This design comes from an exercise in tuning for small area, a short achievable clock period and few clock cycles per item on the open sky130 flow, not from production work. In this exercise RTL edits were held to simulation tests only and were not proved equivalent to the original. Power figures rest on the tool's default switching activity, not on a simulated workload.

==> flow/design.v <==
module fft_4pt #(
    parameter DATA_WIDTH = 16
) (
    input clk,
    input rst_n,
    input data_valid_in,
    input  signed [DATA_WIDTH-1:0] x0_r,
    input  signed [DATA_WIDTH-1:0] x0_i,
    input  signed [DATA_WIDTH-1:0] x1_r,
    input  signed [DATA_WIDTH-1:0] x1_i,
    input  signed [DATA_WIDTH-1:0] x2_r,
    input  signed [DATA_WIDTH-1:0] x2_i,
    input  signed [DATA_WIDTH-1:0] x3_r,
    input  signed [DATA_WIDTH-1:0] x3_i,
    output data_valid_out,
    output signed [DATA_WIDTH+1:0] X0_r,
    output signed [DATA_WIDTH+1:0] X0_i,
    output signed [DATA_WIDTH+1:0] X1_r,
    output signed [DATA_WIDTH+1:0] X1_i,
    output signed [DATA_WIDTH+1:0] X2_r,
    output signed [DATA_WIDTH+1:0] X2_i,
    output signed [DATA_WIDTH+1:0] X3_r,
    output signed [DATA_WIDTH+1:0] X3_i
);
    localparam S1 = DATA_WIDTH + 1;    
    localparam S2 = DATA_WIDTH + 2;    
    localparam K  = 15;                 
    localparam HW = S2 - K;            
    function automatic [17:0] add17(input [16:0] a, input [16:0] b, input ci);
        reg [16:0] p, G, P, G2, P2;
        integer i, d;
        begin
            p = a ^ b;  G = a & b;  P = p;
            G[0] = G[0] | (p[0] & ci);
            for (d = 1; d < 17; d = d * 2) begin
                G2 = G;  P2 = P;
                for (i = 0; i < 17; i = i + 1)
                    if (((i + 1) % (2 * d)) == 0) begin
                        G2[i] = G[i] | (P[i] & G[i-d]);  P2[i] = P[i] & P[i-d];
                    end
                G = G2;  P = P2;
            end
            for (d = 16; d >= 1; d = d / 2) begin
                G2 = G;  P2 = P;
                for (i = 0; i < 17; i = i + 1)
                    if (((i + 1) % (2 * d)) == d && i >= 2 * d) begin
                        G2[i] = G[i] | (P[i] & G[i-d]);  P2[i] = P[i] & P[i-d];
                    end
                G = G2;  P = P2;
            end
            add17 = {G[16], p ^ {G[15:0], ci}};
        end
    endfunction
    function automatic [15:0] addk(input [14:0] a, input [14:0] b, input ci);
        reg [14:0] p, G, P, G2, P2;
        integer i, d;
        begin
            p = a ^ b;  G = a & b;  P = p;
            G[0] = G[0] | (p[0] & ci);
            for (d = 1; d < 15; d = d * 2) begin
                G2 = G;  P2 = P;
                for (i = 0; i < 15; i = i + 1)
                    if (((i + 1) % (2 * d)) == 0) begin
                        G2[i] = G[i] | (P[i] & G[i-d]);  P2[i] = P[i] & P[i-d];
                    end
                G = G2;  P = P2;
            end
            for (d = 16; d >= 1; d = d / 2) begin
                G2 = G;  P2 = P;
                for (i = 0; i < 15; i = i + 1)
                    if (((i + 1) % (2 * d)) == d && i >= 2 * d) begin
                        G2[i] = G[i] | (P[i] & G[i-d]);  P2[i] = P[i] & P[i-d];
                    end
                G = G2;  P = P2;
            end
            addk = {G[14], p ^ {G[13:0], ci}};
        end
    endfunction
    function automatic [3:0] addh(input [2:0] a, input [2:0] b, input ci);
        reg [2:0] p, G, P, G2, P2;
        integer i, d;
        begin
            p = a ^ b;  G = a & b;  P = p;
            G[0] = G[0] | (p[0] & ci);
            for (d = 1; d < 3; d = d * 2) begin
                G2 = G;  P2 = P;
                for (i = 0; i < 3; i = i + 1)
                    if (((i + 1) % (2 * d)) == 0) begin
                        G2[i] = G[i] | (P[i] & G[i-d]);  P2[i] = P[i] & P[i-d];
                    end
                G = G2;  P = P2;
            end
            for (d = 16; d >= 1; d = d / 2) begin
                G2 = G;  P2 = P;
                for (i = 0; i < 3; i = i + 1)
                    if (((i + 1) % (2 * d)) == d && i >= 2 * d) begin
                        G2[i] = G[i] | (P[i] & G[i-d]);  P2[i] = P[i] & P[i-d];
                    end
                G = G2;  P = P2;
            end
            addh = {G[2], p ^ {G[1:0], ci}};
        end
    endfunction
    function automatic [S1-1:0] bf1(input [DATA_WIDTH-1:0] a, input [DATA_WIDTH-1:0] b, input sub);
        reg [S1-1:0] bb;
        reg [S1:0]   t;
        begin
            bb = {b[DATA_WIDTH-1], b} ^ {S1{sub}};
            t = add17({a[DATA_WIDTH-1], a}, bb, sub);
            bf1 = t[S1-1:0];
        end
    endfunction
    reg signed [S1-1:0] A_r, A_i, B_r, B_i, C_r, C_i, D_r, D_i;
    always @(posedge clk) begin
        A_r <= bf1(x0_r, x2_r, 1'b0);  A_i <= bf1(x0_i, x2_i, 1'b0);
        B_r <= bf1(x0_r, x2_r, 1'b1);  B_i <= bf1(x0_i, x2_i, 1'b1);
        C_r <= bf1(x1_r, x3_r, 1'b0);  C_i <= bf1(x1_i, x3_i, 1'b0);
        D_r <= bf1(x1_r, x3_r, 1'b1);  D_i <= bf1(x1_i, x3_i, 1'b1);
    end
    function automatic [S2:0] bfly(input [S1-1:0] p, input [S1-1:0] q, input sub);
        reg [S1-1:0] qq;
        reg [K:0]    lo;
        reg [HW-1:0] hi;
        begin
            qq = sub ? ~q : q;
            lo = addk(p[K-1:0], qq[K-1:0], sub);
            hi = addh({p[S1-1], p[S1-1:K]}, {qq[S1-1], qq[S1-1:K]}, 1'b0);
            bfly = {hi, lo};
        end
    endfunction
    reg [S2:0] Y0_r, Y0_i, Y1_r, Y1_i, Y2_r, Y2_i, Y3_r, Y3_i;
    always @(posedge clk) begin
        Y0_r <= bfly(A_r, C_r, 1'b0);  Y0_i <= bfly(A_i, C_i, 1'b0);
        Y1_r <= bfly(B_r, D_i, 1'b0);  Y1_i <= bfly(B_i, D_r, 1'b1);
        Y2_r <= bfly(A_r, C_r, 1'b1);  Y2_i <= bfly(A_i, C_i, 1'b1);
        Y3_r <= bfly(B_r, D_i, 1'b1);  Y3_i <= bfly(B_i, D_r, 1'b0);
    end
    reg valid_s1, valid_s2;
    always @(posedge clk or negedge rst_n) begin
        if (!rst_n) begin
            valid_s1 <= 1'b0;
            valid_s2 <= 1'b0;
        end else begin
            valid_s1 <= data_valid_in;
            valid_s2 <= valid_s1;
        end
    end
    function automatic [S2-1:0] fin(input [S2:0] y);
        reg [HW-1:0] h, t;
        integer i;
        begin
            h = y[S2:K+1];
            for (i = 0; i < HW; i = i + 1)
                t[i] = y[K] & ((h & ((1 << i) - 1)) == ((1 << i) - 1));
            fin = {h ^ t, y[K-1:0]};
        end
    endfunction
    assign X0_r = fin(Y0_r);  assign X0_i = fin(Y0_i);
    assign X1_r = fin(Y1_r);  assign X1_i = fin(Y1_i);
    assign X2_r = fin(Y2_r);  assign X2_i = fin(Y2_i);
    assign X3_r = fin(Y3_r);  assign X3_i = fin(Y3_i);
    assign data_valid_out = valid_s2;
endmodule
==> flow/flow/run.sh <==
#!/bin/bash
# The standard layout (standard.sh), with the port buffers that buffer_ports
# inserts made of plain buf_1 cells instead of its default delay buffer.
set -euo pipefail
cd "$(dirname "$0")/.."
echo "export BUFFER_PORTS_ARGS = -buffer_cell sky130_fd_sc_hd__buf_1" >> config.mk
bash standard.sh > standard.log 2>&1
==> flow/standard.sh <==
#!/bin/bash
# synth_recipe.tcl (not shown) runs the flow's synth.tcl, then flattens the netlist and writes it again
# the make line also repeats each setting of config.mk as NAME=value (left out here)
make -C /OpenROAD-flow-scripts/flow DESIGN_CONFIG=/design/flow/config.mk WORK_HOME=/design/flow/orfs CLKGATE_MAP_FILE= SYNTH_SCRIPT=/design/flow/synth_recipe.tcl "${@:-finish}"
==> flow/config.mk <==
export PLATFORM = sky130hd
export DESIGN_NAME = fft_4pt
export DESIGN_NICKNAME = fft_4pt
export VERILOG_FILES = /design/flow/design.v
export SDC_FILE = /design/flow/constraint.sdc
export NUM_CORES = 4
export LEC_CHECK = 0
export ABC_AREA = 1
export CAP_MARGIN = 20
export CORE_MARGIN = 2
export CORE_UTILIZATION = 56
export CTS_BUF_LIST = sky130_fd_sc_hd__clkbuf_4 sky130_fd_sc_hd__clkbuf_8
export CTS_CLUSTER_DIAMETER = 60
export CTS_CLUSTER_SIZE = 16
export SETUP_SLACK_MARGIN = 0.6
export SLEW_MARGIN = 20
export BUFFER_PORTS_ARGS = -buffer_cell sky130_fd_sc_hd__buf_1
==> flow/constraint.sdc <==
create_clock -name core_clock -period 3.0 [get_ports {clk}]
set_input_delay 0.6000 -clock core_clock [delete_from_list [all_inputs] [get_ports {clk}]]
set_output_delay 0.6000 -clock core_clock [all_outputs]
set_load 0.01 [all_outputs]
==> flow_summary.ini <==
[outcome]
outcome = finished clean

[logic_synthesis]
yosys_warnings = 1
syn_area_per_cell_um2 = 9.18
yosysTopAreaCellShare_pct = 30.8
synthDistinctLibCells = 33
syn-instance-count = 1979
synthFlopType = dfxtp_1
netlist_area_um2 = 18200
synth_edf_count = 0
seq_area_frac_synth_pct = 31.1
synth-seq-cells = 282
yosys.area.top_type = dfxtp_1
syn-num-nets = 2494
ys_top_cells_by_area = dfxtp_1 (31%), ha_1 (17%), fa_1 (16%), inv_1 (10%), nand2_1 (5.1%)
ys_async_sr_fraction_pct = 0.709

[cells_and_area]
register_area_um2 = 5670
multiInputGateArea_um2 = 9620
synthToLayoutAreaGrowth_pct = 7.13
nets = 2655
layout_common_cells = inv_1 (481), buf_1 (275), dfxtp_1 (274)
layout_commonest_cell = inv_1
drive_gt1_share_pct = 6.61
n_fill_cell = 2895

[clock_network]
cts_buffers = 31
cts.sinks = 282
cts_tree = done
post_cts_buffers = 0
worstSkewPairLatency_ns = 0.61
clockBufferDepth = 3
clk_pin_slew_ns = 0.09
root_buffer = clkbuf_8
htreeDepth = 1

[timing]
slew_headroom_pct = 75.9
slew_violations = 0
period_minus_slack_ns = 2.28
hold_ws_ns = 0.0907
worst_pin_slew_ns = 0.360
hold_viol_final = 0
fin_ws_ns = 0.723
layout_worst_path_cycle_share_pct = 75.9
rsz0062_at_grt = false
fin_tns_setup_ns = 0
skew_ns = 0.0196
setup_viol = 0
max_freq_ghz = 0.439

[floorplanning]
dieArea_um2 = 33900
rows = 65
num_io_pins = 276
dieHeight_um = 184
initial_utilization_pct = 57.3
die_x_um = 184
design.core.area_um2 = 31700

[pwr]
ir_drop_uv = 520
power_density_nw_per_um2 = 782
p_leak_uw = 0.0101

[critical_path]
cp.arrival_ns = 2.78
critPathLaunchType = flip-flop
path_class = reg -> reg
path_max_fanout = 3
worstSetupEndpointType = flip-flop
critPathRequiredTime_ns = 3.51

[drt]
drt-initial-drc-count = 337
via_per_inst = 4.49
drtAntennaViolNets = 0
totalWireLength_mm = 33.9
post-route-drc-count = 0
firstDrtPassIters = 4
wl_per_cell_um = 13.2
vias = 11500

[grt]
grt_max_degree = 17
grt_remaining_overflow = 0
grt_pass1_wl_mm = 55.8
grt_usage_pct = 20.7
antenna_found_initial = 1
grt_pass1_vias = 11700

[hold_path]
min_path_type = in -> reg

[place]
dp_slack_ns = 0.187
gp_congestion = 0.885
dp_hpwl_mm = 28.3
io_buffers = 275

[flow_run]
maxCapViolations = 0
==> cell families (layout without fill, tap and decap cells) <==
family	Yosys count	in the layout	synth area share [%]
other cells	0	1	0
simple gates	410	410	9.57
compound gates	133	133	4.81
fa+ha+maj	384	384	32.4
xor+xnor	120	120	5.78
flops	282	282	31.1
buf+inv	650	836	16.3
==> worst paths after layout <==
check / start / end / slack [ns] / cells after the start
worst max-delay path: B_i[0]$_DFF_P_ / Y2_i[12]$_DFF_P_ / 0.72 / 12
worst min-delay path: data_valid_in / valid_s1$_DFF_PN0_ / 0.09 / 1
worst max register to register: B_i[0]$_DFF_P_ / Y2_i[12]$_DFF_P_ / 0.72 / 12
worst min register to register: valid_s1$_DFF_PN0_ / valid_s2$_DFF_PN0_ / 0.37 / 0
max in group asynchronous: rst_n / valid_s1$_DFF_PN0_ / 2.58 / 2
min in group asynchronous: rst_n / valid_s1$_DFF_PN0_ / 0.30 / 2
==> flip-flops by register name (all words and copies together), names as in the netlist, 18 cells and up <==
register  cells
Y0_i         18
Y0_r         18
Y1_i         18
Y1_r         18
Y2_i         19
Y2_r         19
Y3_i         19
Y3_r         19
==> cell usage after synthesis, types with 7 or more instances <==
cell / number
ha_1: 240
fa_1: 144
a21oi_1: 50
buf_4: 121
o21bai_1: 29
nand3_1: 47
a21o_1: 7
buf_2: 12
xor2_1: 36
a31oi_1: 18
or2_1: 15
clkbuf_1: 7
nor2_1: 61
inv_1: 482
a21oi_2: 10
dfxtp_1: 280
buf_6: 8
nand2_1: 249
xnor2_1: 84
nand2_2: 18
inv_2: 20
==> metal layers <==
metal	part of all wire (%)	vias up	global-route usage [%]
met5	0	-	0
met4	2.4	0	5.09
met3	5.2	48	3.99
met2	46	213	35.5
met1	46	5264	27.1
li1	-	6003	-
==> timing repair <==
action                     4_1_cts  5_1_grt
setup endpoints to repair       21       20
resized for setup               13       17
hold buffers                     1        0
hold endpoints to repair         2        0
pin swaps                        0        4
==> layout make-up <==
type | count | share of cell area, %
multi-input cells | 1047 | 49.4
clock inverters | 20 | 1.27
diodes | 1 | 0.0129
inverters | 502 | 9.68
repair buffers | 276 | 5.35
clock buffers | 38 | 2.59
well taps | 402 | 2.58
flip-flops and latches | 282 | 29.1
==> power by group <==
| part | internal (µW) | total [µW] | leakage, µW | switching, µW |
|---|---|---|---|---|
| Clock | 1450 | 2980 | 0.000379 | 1530 |
| Sequential | 5200 | 5970 | 0.00239 | 768 |
| Combinational | 2520 | 6280 | 0.00738 | 3760 |
==> per-stage QoR <==
step / instances / utilization (%) / instance area [µm²] / power (µW)
6_report: 2568 / 61.4 / 19500 / 15200
5_1_grt: 2568 / 61.4 / 19500 / 16700
4_1_cts: 2567 / 61.2 / 19400 / 15500
3_5_place_dp: 2508 / 58.7 / 18600 / 12300
3_3_place_gp: 2508 / 58.7 / 18600 / 12200
2_1_floorplan: 1979 / - / 18200 / 11300
==> worst max-delay path, stage by stage, from the launching register on <==
cell,delay [ns]
dfxtp_2,0.35
inv_1,0.07
ha_1,0.21
fa_2,0.36
nand3b_1,0.19
nand2_2,0.10
nand2_1,0.07
nand2_2,0.11
nand2_1,0.08
nand2_2,0.07
inv_1,0.05
fa_1,0.48
inv_1,0.04
Testbench counts, summed over its fixed seeds: cycles 8,016, items 8,000.

-- port drivers added, routing unchanged --
The results above use ideal ports. As a check the final layout listed here was re-extracted and re-timed, cells and wires unchanged.
Step 1 sets driving cells, clkbuf_16 on the clock port and buf_2 on the other inputs (assumed; they add their load-dependent delay and slew).
Step 2 moves the port delays by t, midway between the first and last clock arrival at a register: inputs arrive t later, outputs are due t later. That takes back most of the time a late clock gives input paths.
Slacks: ideal / step 1 / step 2; pairs: ideal / step 1.
t, ns: 0.644
slack for setup (ns): 0.723 / 0.697 / 0.195
hold WS [ns]: 0.091 / 0.076 / 0.367
After both steps this run still meets setup and hold. The setup slack of this run moves by -0.026 ns with the drivers and by -0.528 ns with both steps.
